From an optimization exercise on the open Yosys and OpenROAD flow, aimed at small area; shortcuts taken in it are not production practice.
Where RTL was checked, it was by simulation tests only, not by an equivalence proof against the original.
Power figures rest on the tool's default switching activity, not on a simulated workload.

Design audio_core, start of the top module:
module audio_core(
	input clk,          
	input rst,          
	input tick,         
	input tick_1m,      
	input [15:0] accel_z,     
	input accel_valid,        
	output wire beat,   
	output [7:0] LED,   
	input PB_PLY, 	     
	input [3:0]  VOL,	  
	output P,		     
	output [3:0] SEGA,  
	output [7:0] SEGD,  
	output [7:0] BPM,   
	input [15:0] DATA,	  
	output note_req,      
	output song_end       
	);
For scale: roughly 160 flip-flops, about 74 I/O pins.
clock: 10.0 ns
lec_check: 0
cap_margin: 20
core_margin: 2
core_utilization: 35
cts_buf_list: sky130_fd_sc_hd__clkbuf_8
gpl_timing_driven: 0
place_density: 0.55
slew_margin: 20
standard.sh (not shown) runs the stock make flow with config.mk's settings and CLKGATE_MAP_FILE= SYNTH_SCRIPT=/design/flow/synth_recipe.tcl, a recipe that flattens the netlist after the stock synthesis.
==> flow/flow/run.sh <==
#!/bin/bash
# The standard layout (standard.sh) with these changes:
#  - synthesis: Yosys's abc step, which maps the logic between the registers
#    to cells, runs flow/area.abc (ABC's area-oriented mapping with area
#    recovery) instead of ORFS's script, and adders are not first cut out into
#    half/full-adder cells (ADDER_MAP_FILE empty), so that ABC maps them with
#    the rest. The synthesis is otherwise synth_recipe.tcl as it is, so the
#    registers, their names and their cells are the standard synthesis's.
#  - placement: every input and output port still gets a buffer, but a buf_1
#    (BUFFER_PORTS_ARGS) rather than the delay buffer buffer_ports picks.
# Every other step is the standard one. Make's output goes to flow_make.log,
# each step's log to orfs/logs/.
set -euo pipefail
W=$(pwd)
F=$W/flow
# synthesis script: an abc wrapper put in front of synth_recipe.tcl
{
	echo "proc abc {args} {"
	echo "  set i [lsearch -exact \$args -script]"
	echo "  if {\$i >= 0} { lset args [expr {\$i + 1}] {$F/area.abc} }"
	echo "  yosys abc {*}\$args"
	echo "}"
	cat "$W/synth_recipe.tcl"
} > "$W/area_synth.tcl"
# standard.sh with the synthesis script replaced and the extra settings
EXTRA="ADDER_MAP_FILE= 'BUFFER_PORTS_ARGS=-buffer_cell sky130_fd_sc_hd__buf_1'"
sed "s#SYNTH_SCRIPT=[^ ]*#SYNTH_SCRIPT=$W/area_synth.tcl $EXTRA#" "$W/standard.sh" > "$W/area_standard.sh"
grep -q "SYNTH_SCRIPT=$W/area_synth.tcl ADDER_MAP_FILE=" "$W/area_standard.sh"
bash "$W/area_standard.sh" "${@:-finish}" > "$W/flow_make.log" 2>&1
==> flow/flow/area.abc <==
strash
&get -n
&fraig -x
&put
dc2
strash
&get -n
&deepsyn -T 100
&dch -f
&nf -R 1000
&put
==> next run, changes <==
--- a/flow/flow/run.sh
+++ b/flow/flow/run.sh
@@ -10,2 +10,4 @@
 #    (BUFFER_PORTS_ARGS) rather than the delay buffer buffer_ports picks.
+#  - clock tree: no dummy loads (CTS_ARGS: the standard arguments and the
+#    buffer list, with -dont_use_dummy_load).
 # Every other step is the standard one. Make's output goes to flow_make.log,
@@ -28,2 +30,3 @@
 grep -q "SYNTH_SCRIPT=$W/area_synth.tcl ADDER_MAP_FILE=" "$W/area_standard.sh"
+export CTS_ARGS="-sink_clustering_enable -repair_clock_nets -buf_list {sky130_fd_sc_hd__clkbuf_4 sky130_fd_sc_hd__clkbuf_8} -dont_use_dummy_load"
 bash "$W/area_standard.sh" "${@:-finish}" > "$W/flow_make.log" 2>&1
Settings changed: CTS_BUF_LIST sky130_fd_sc_hd__clkbuf_8 to sky130_fd_sc_hd__clkbuf_4 sky130_fd_sc_hd__clkbuf_8.
Result: Global-route usage is about the same; clock-buffer cell count shrinks by 1; synthesized cell count stays the same; design area shrinks by 1.3%; area after synthesis is unchanged; die area stays the same; via count does not change; wire length stays flat.
No run of this note included a check of the RTL's function; only the layout flow was run.


audio_core, a different RTL version from the one above (not shown whole).
Size: roughly 1700 cells after synthesis, about 0.011 mm2 of cells after synthesis.
==> flow/config.mk <==
export PLATFORM = sky130hd
export DESIGN_NAME = audio_core
export DESIGN_NICKNAME = audio_core
export VERILOG_FILES = /design/flow/design.v
export SDC_FILE = /design/flow/constraint.sdc
export NUM_CORES = 4
export LEC_CHECK = 0
export CAP_MARGIN = 10
export CORE_MARGIN = 2
export CORE_UTILIZATION = 35
export CTS_BUF_LIST = sky130_fd_sc_hd__clkbuf_4 sky130_fd_sc_hd__clkbuf_8
export GPL_TIMING_DRIVEN = 0
export PLACE_DENSITY = 0.55
export SLEW_MARGIN = 10
==> flow/constraint.sdc <==
create_clock -name core_clock -period 10.0 [get_ports {clk}]
set_input_delay 2.0000 -clock core_clock [delete_from_list [all_inputs] [get_ports {clk}]]
set_output_delay 2.0000 -clock core_clock [all_outputs]
set_load 0.01 [all_outputs]
==> flow/flow/run.sh <==
#!/bin/bash
# The standard layout (standard.sh) with these changes:
#  - synthesis: Yosys's abc step, which maps the logic between the registers
#    to cells, runs flow/area.abc (ABC's area-oriented mapping with area
#    recovery) instead of ORFS's script, and adders are not first cut out into
#    half/full-adder cells (ADDER_MAP_FILE empty), so that ABC maps them with
#    the rest. The synthesis is otherwise synth_recipe.tcl as it is, so the
#    registers, their names and their cells are the standard synthesis's.
#  - placement: every input and output port still gets a buffer, but a buf_1
#    (BUFFER_PORTS_ARGS) rather than the delay buffer buffer_ports picks.
#  - clock tree: no dummy loads (CTS_ARGS: the standard arguments and the
#    buffer list, with -dont_use_dummy_load).
# Every other step is the standard one. Make's output goes to flow_make.log,
# each step's log to orfs/logs/.
set -euo pipefail
W=$(pwd)
F=$W/flow
# synthesis script: an abc wrapper put in front of synth_recipe.tcl
{
	echo "proc abc {args} {"
	echo "  set i [lsearch -exact \$args -script]"
	echo "  if {\$i >= 0} { lset args [expr {\$i + 1}] {$F/area.abc} }"
	echo "  yosys abc {*}\$args"
	echo "}"
	cat "$W/synth_recipe.tcl"
} > "$W/area_synth.tcl"
# standard.sh with the synthesis script replaced and the extra settings
EXTRA="ADDER_MAP_FILE= 'BUFFER_PORTS_ARGS=-buffer_cell sky130_fd_sc_hd__buf_1'"
sed "s#SYNTH_SCRIPT=[^ ]*#SYNTH_SCRIPT=$W/area_synth.tcl $EXTRA#" "$W/standard.sh" > "$W/area_standard.sh"
grep -q "SYNTH_SCRIPT=$W/area_synth.tcl ADDER_MAP_FILE=" "$W/area_standard.sh"
export CTS_ARGS="-sink_clustering_enable -repair_clock_nets -buf_list {sky130_fd_sc_hd__clkbuf_16} -sink_clustering_size 40 -sink_clustering_max_diameter 150 -dont_use_dummy_load"
bash "$W/area_standard.sh" "${@:-finish}" > "$W/flow_make.log" 2>&1
==> flow/flow/area.abc <==
strash
&get -n
&fraig -x
&put
dc2
strash
&get -n
&deepsyn -T 100
&dch -f
&nf -R 1000
&put
strash
&get -n
&dch -f
&nf -R 1000
&put
The baseline completed with no timing, DRC or antenna violations.
Edit:
--- a/flow/flow/run.sh
+++ b/flow/flow/run.sh
@@ -31 +31 @@
-export CTS_ARGS="-sink_clustering_enable -repair_clock_nets -buf_list {sky130_fd_sc_hd__clkbuf_16} -sink_clustering_size 40 -sink_clustering_max_diameter 150 -dont_use_dummy_load"
+export CTS_ARGS="-sink_clustering_enable -repair_clock_nets -buf_list {sky130_fd_sc_hd__clkbuf_8} -sink_clustering_size 20 -dont_use_dummy_load"
==> flow/flow/area.abc (replaced) <==
strash
&get -n
&fraig -x
&put
dc2
strash
&get -n
&dch -f
&nf -R 1000
&put
What happened: The new run passed the timing, design-rule and antenna checks; setup slack improves by 0.13 ns; total power drops by roughly a tenth; register-to-register slack improves by 0.13 ns; global-route usage drops by 0.76 points; utilization drops by 0.93 points; hold slack degrades by 0.0087 ns; cell area climbs by a few percent; final cell count climbs by a few percent; wire length climbs by a few percent; non-clock buffer count drops by 3.
Edit:
--- a/flow/flow/run.sh
+++ b/flow/flow/run.sh
@@ -31 +31 @@
-export CTS_ARGS="-sink_clustering_enable -repair_clock_nets -buf_list {sky130_fd_sc_hd__clkbuf_8} -sink_clustering_size 20 -dont_use_dummy_load"
+export CTS_ARGS="-sink_clustering_enable -repair_clock_nets -buf_list {sky130_fd_sc_hd__clkbuf_4 sky130_fd_sc_hd__clkbuf_8} -dont_use_dummy_load"
==> flow/flow/area.abc (replaced) <==
strash
&get -n
&fraig -x
&put
dc2
strash
&get -n
&deepsyn -T 100
&dch -f
&nf -R 1000
&put
strash
&get -n
&dch -f
&nf -R 1000
&put
Outcome:
- design area decreases by about 5%
- clock skew decreases by 0.016 ns
- utilization increases by 0.33 points
- power decreases by 1.7%
Edit:
--- a/flow/flow/run.sh
+++ b/flow/flow/run.sh
@@ -31 +31 @@
-export CTS_ARGS="-sink_clustering_enable -repair_clock_nets -buf_list {sky130_fd_sc_hd__clkbuf_4 sky130_fd_sc_hd__clkbuf_8} -dont_use_dummy_load"
+export CTS_ARGS="-sink_clustering_enable -repair_clock_nets -buf_list {sky130_fd_sc_hd__clkbuf_8} -sink_clustering_size 30 -sink_clustering_max_diameter 120 -dont_use_dummy_load"
--- a/flow/config.mk
+++ b/flow/config.mk
@@ -8 +8 @@
-export CAP_MARGIN = 10
+export CAP_MARGIN = 5
@@ -14 +14 @@
-export SLEW_MARGIN = 10
+export SLEW_MARGIN = 5
The new run finished clean. Maximum frequency grows by 0.30%. Routed wire length shrinks by 0.72%. Sequential cell count stays the same. Worst hold slack hardly moves. Area after synthesis does not change. Count of clock-buffer cells in the layout does not change. Die area does not change. Power shrinks by 0.31%. Core utilization is unchanged.

[port drivers added, routing unchanged]
The results above use ideal ports. As a check the final layouts listed here were re-extracted and re-timed, cells and wires unchanged.
Step 1 sets driving cells, clkbuf_16 on the clock port and buf_2 on the other inputs (assumed; they add their load-dependent delay and slew).
Step 2 adds t to the input delays and takes it off the output delays; t is the mean of the earliest and latest rising clock arrival at the registers after step 1. Input paths then give back, and output paths get back, about the clock's delay inside the block.
a / b / c = no drivers / after step 1 / after step 2; a / b = the first two.
| run | t, ns | setup WS [ns] | hold WS [ns] | worst data-port slew with drivers (ns) |
|---|---|---|---|---|
| the first run of note 1 | 0.502 | 0.933 / 0.933 / 0.933 | 0.445 / 0.445 / 0.445 | 0.07 |
| the second run of note 1 | 0.494 | 0.928 / 0.928 / 0.928 | 0.445 / 0.445 / 0.445 | 0.07 |
| the first run of note 2 | 0.474 | 0.891 / 0.891 / 0.891 | 0.444 / 0.444 / 0.444 | 0.10 |
| the second run of note 2 | 0.484 | 1.017 / 1.017 / 1.017 | 0.436 / 0.436 / 0.436 | 0.04 |
| the third run of note 2 | 0.490 | 0.924 / 0.924 / 0.924 | 0.438 / 0.438 / 0.438 | 0.09 |
| the fourth run of note 2 | 0.496 | 0.952 / 0.952 / 0.952 | 0.440 / 0.440 / 0.440 | 0.10 |
After both steps every run listed still meets setup and hold.
